What follows belongs to an exercise in optimizing a design on an open flow for small area, a short achievable clock period and few clock cycles per item; a production flow would make more cautious choices. Only simulation tests tie the RTL to the original design; equivalence was not proved.

Setup of lane 1:
Design Polygon, start of the top module:
module Polygon #(
    parameter HALF_EYE_ANGLE = 520
)
(
    input clk,
    input rst_n,
    output reg oReadReq,
    input iRAMBusy,
    output [19:0] oRAMAddr,
    input  [15:0] iRAMData,
    input [19:0] iRAMPointCount,
    output [13:0] oAddr,
    input signed [15:0] iMemData,
    input [13:0] iPointCount,
    input signed [15:0] iAlpha, iBeta, iGamma,
    input iUseRAM,
    input i3D,
    input iStart,
    output oFinish,
    input iLineDrawRead,
    output signed [15:0] oU1, oU2, oV1, oV2,
    output oPointValid,
    output oIsRed
);
localparam T_A = 2'd0, T_B = 2'd1, T_G = 2'd2;
reg run, fin;
reg mRAM, m3D;
reg [15:0] pA, pB, pG;
reg [13:0] NP;               
assign oFinish = fin;
always @(posedge clk) begin
    if (!run) begin
        mRAM <= iUseRAM;
        m3D <= i3D;
        pA <= iAlpha;
        pB <= iBeta;
        pG <= iGamma;
        NP <= iUseRAM ? iRAMPointCount[13:0] : {iPointCount[12:0], 1'b0};
    end
end
function automatic [1:0] ptype(input [2:0] p);
    ptype = (p[2]) ? T_G : (p[1] ? T_B : T_A);
endfunction
function automatic pthread(input [2:0] p, input d3);
    pthread = (p[2] & d3) ? p[1] : p[0];
endfunction
reg [2:0] up;                
reg upV;                     
reg [13:0] pn4;              
wire [1:0] uT = ptype(up);
wire       ut = pthread(up, m3D);
wire       ue = m3D & up[0];             
wire       rEnd = m3D ? (up == 3'd7) : (up == 3'd5);
wire       lastRnd = (pn4 >= NP);
wire [2:0] nu = rEnd ? 3'd0 : up + 3'd1;
wire [1:0] nuT = ptype(nu);
wire       nut = pthread(nu, m3D);
  ...
Size: roughly 1300 flip-flops, roughly 71000 um2 of cells after synthesis.
clock: 12.0 ns
lec_check: 0
cap_margin: 20
core_margin: 2
core_utilization: 40
cts_buf_list: sky130_fd_sc_hd__clkbuf_8
cts_cluster_size: 30
slew_margin: 20
standard.sh (not shown) runs the stock make flow with config.mk's settings and CLKGATE_MAP_FILE= SYNTH_SCRIPT=/design/flow/synth_recipe.tcl, a recipe that flattens the netlist after the stock synthesis.
==> flow/flow/run.sh <==
#!/bin/bash
set -euo pipefail
bash standard.sh SETUP_SLACK_MARGIN=8 finish > standard_flow.log 2>&1
Testbench counts of lane 1, summed over its fixed seeds: cycles 103,731, lines 3,390.
Edits applied to the flow inputs when going from lane 1 to lane 2:
# lane 1
export LEC_CHECK = 0
export CAP_MARGIN = 20
export CORE_MARGIN = 2
export CORE_UTILIZATION = 40
export CTS_BUF_LIST = sky130_fd_sc_hd__clkbuf_8
export CTS_CLUSTER_SIZE = 30
export SLEW_MARGIN = 20
create_clock -name core_clock -period 12.0 [get_ports {clk}]
# lane 2
export LEC_CHECK = 0
export CAP_MARGIN = 20
export CORE_MARGIN = 2
export CORE_UTILIZATION = 55
export PLACE_DENSITY = 0.7
export SLEW_MARGIN = 20
create_clock -name core_clock -period 12.0 [get_ports {clk}]
- Lane 2 finished end to end and its layout was clean on timing, DRC and antenna.
- Summary of lane 2 over lane 1: arrival time of the worst setup path fell 0.10 ns; number of antenna violations at the first check in global routing fell 1; layout buffer count excluding clock buffers fell about 9%.
- On antenna diode count, the higher figure sits with lane 1, not lane 2.
- A timing endpoint of the critical path of lane0.y[16]$_DFFE_PP_ is what lane 2 shows, while lane0.x[15]$_DFFE_PP_ belongs to lane 1.
- Taking lane 1 as the reference point, the detailed-placement wirelength estimate of lane 2 falls by about 4%.
- Relative to lane 1, the final cell area reported for lane 2 is lower.
- Largest net degree at the start of global routing | lane 2 above lane 1
- Compared to lane 1, the routing of lane 2 uses less wire.

========
== alpha ==
Polygon, a different RTL version from the one above (not shown whole).
Size: about 3900 cells after synthesis, about 760 flip-flops, roughly 220 I/O pins, roughly 42000 um2 of cells after synthesis.
==> flow/config.mk <==
export PLATFORM = sky130hd
export DESIGN_NAME = Polygon
export DESIGN_NICKNAME = Polygon
export VERILOG_FILES = /design/flow/design.v
export SDC_FILE = /design/flow/constraint.sdc
export NUM_CORES = 4
export LEC_CHECK = 0
export CAP_MARGIN = 20
export CORE_MARGIN = 2
export CORE_UTILIZATION = 40
export CTS_BUF_LIST = sky130_fd_sc_hd__clkbuf_8
export CTS_CLUSTER_SIZE = 30
export SLEW_MARGIN = 20
==> flow/constraint.sdc <==
create_clock -name core_clock -period 12.0 [get_ports {clk}]
set_input_delay 2.4000 -clock core_clock [delete_from_list [all_inputs] [get_ports {clk}]]
set_output_delay 2.4000 -clock core_clock [all_outputs]
set_load 0.01 [all_outputs]
Scripts as last shown in full above: flow/flow/run.sh
Testbench counts of alpha, summed over its fixed seeds: cycles 186,817, lines 3,390.
Here is what was changed in the inputs of gamma compared with alpha.
-- flow/config.mk --
<<< alpha, line 10
export CORE_UTILIZATION = 40
export CTS_BUF_LIST = sky130_fd_sc_hd__clkbuf_8
export CTS_CLUSTER_SIZE = 30
export SLEW_MARGIN = 20
>>> gamma, line 10
export CORE_UTILIZATION = 40
export SLEW_MARGIN = 20
Maximum number of pins on one net before global-route repair: gamma vs alpha identical
gamma vs alpha on maximum frequency from static timing analysis: gamma is the lower one.
Taking alpha as the reference, in gamma wire length per cell climbed about 1.3%; share of cells above drive strength 1 -1.0 points; non-clock buffer count went down; number of input and output port buffers inserted was more or less identical; fraction of standard cell area in multi-input logic has decreased.
As of gamma, via count of the first global-routing pass had fallen slightly compared to alpha.
Per the comparison of gamma with alpha, clock-buffer cell count dropped about 23%, portion of the layout cell area used by non-clock buffers did not really move, total inserted antenna cells down 1.

separate check: timing with driven ports:
No port has a modelled driver above. Below, the same layouts with a new extraction and two added sets of constraints. Step 1, drivers: a clkbuf_16 drives clk and a buf_2 each remaining input, both assumed. Step 2 also shifts input and output timing later by t, the mid clock arrival at the registers, as if the neighbouring blocks saw the same clock. Slacks: ideal / step 1 / step 2; pairs: ideal / step 1.
run	t, ns	setup slack, ns	cell pins on the clock port's net
lane 1	1.048	7.601 / 7.601 / 7.418	1
lane 2	0.853	7.488 / 7.488 / 7.221	1
alpha	0.825	7.861 / 7.861 / 7.472	1
gamma	0.690	7.799 / 7.799 / 7.444	1
After both steps setup and hold are still met in every run listed. For alpha, which loses most, drivers alone change the setup slack by 0.000 ns; drivers and shift together by -0.389 ns.
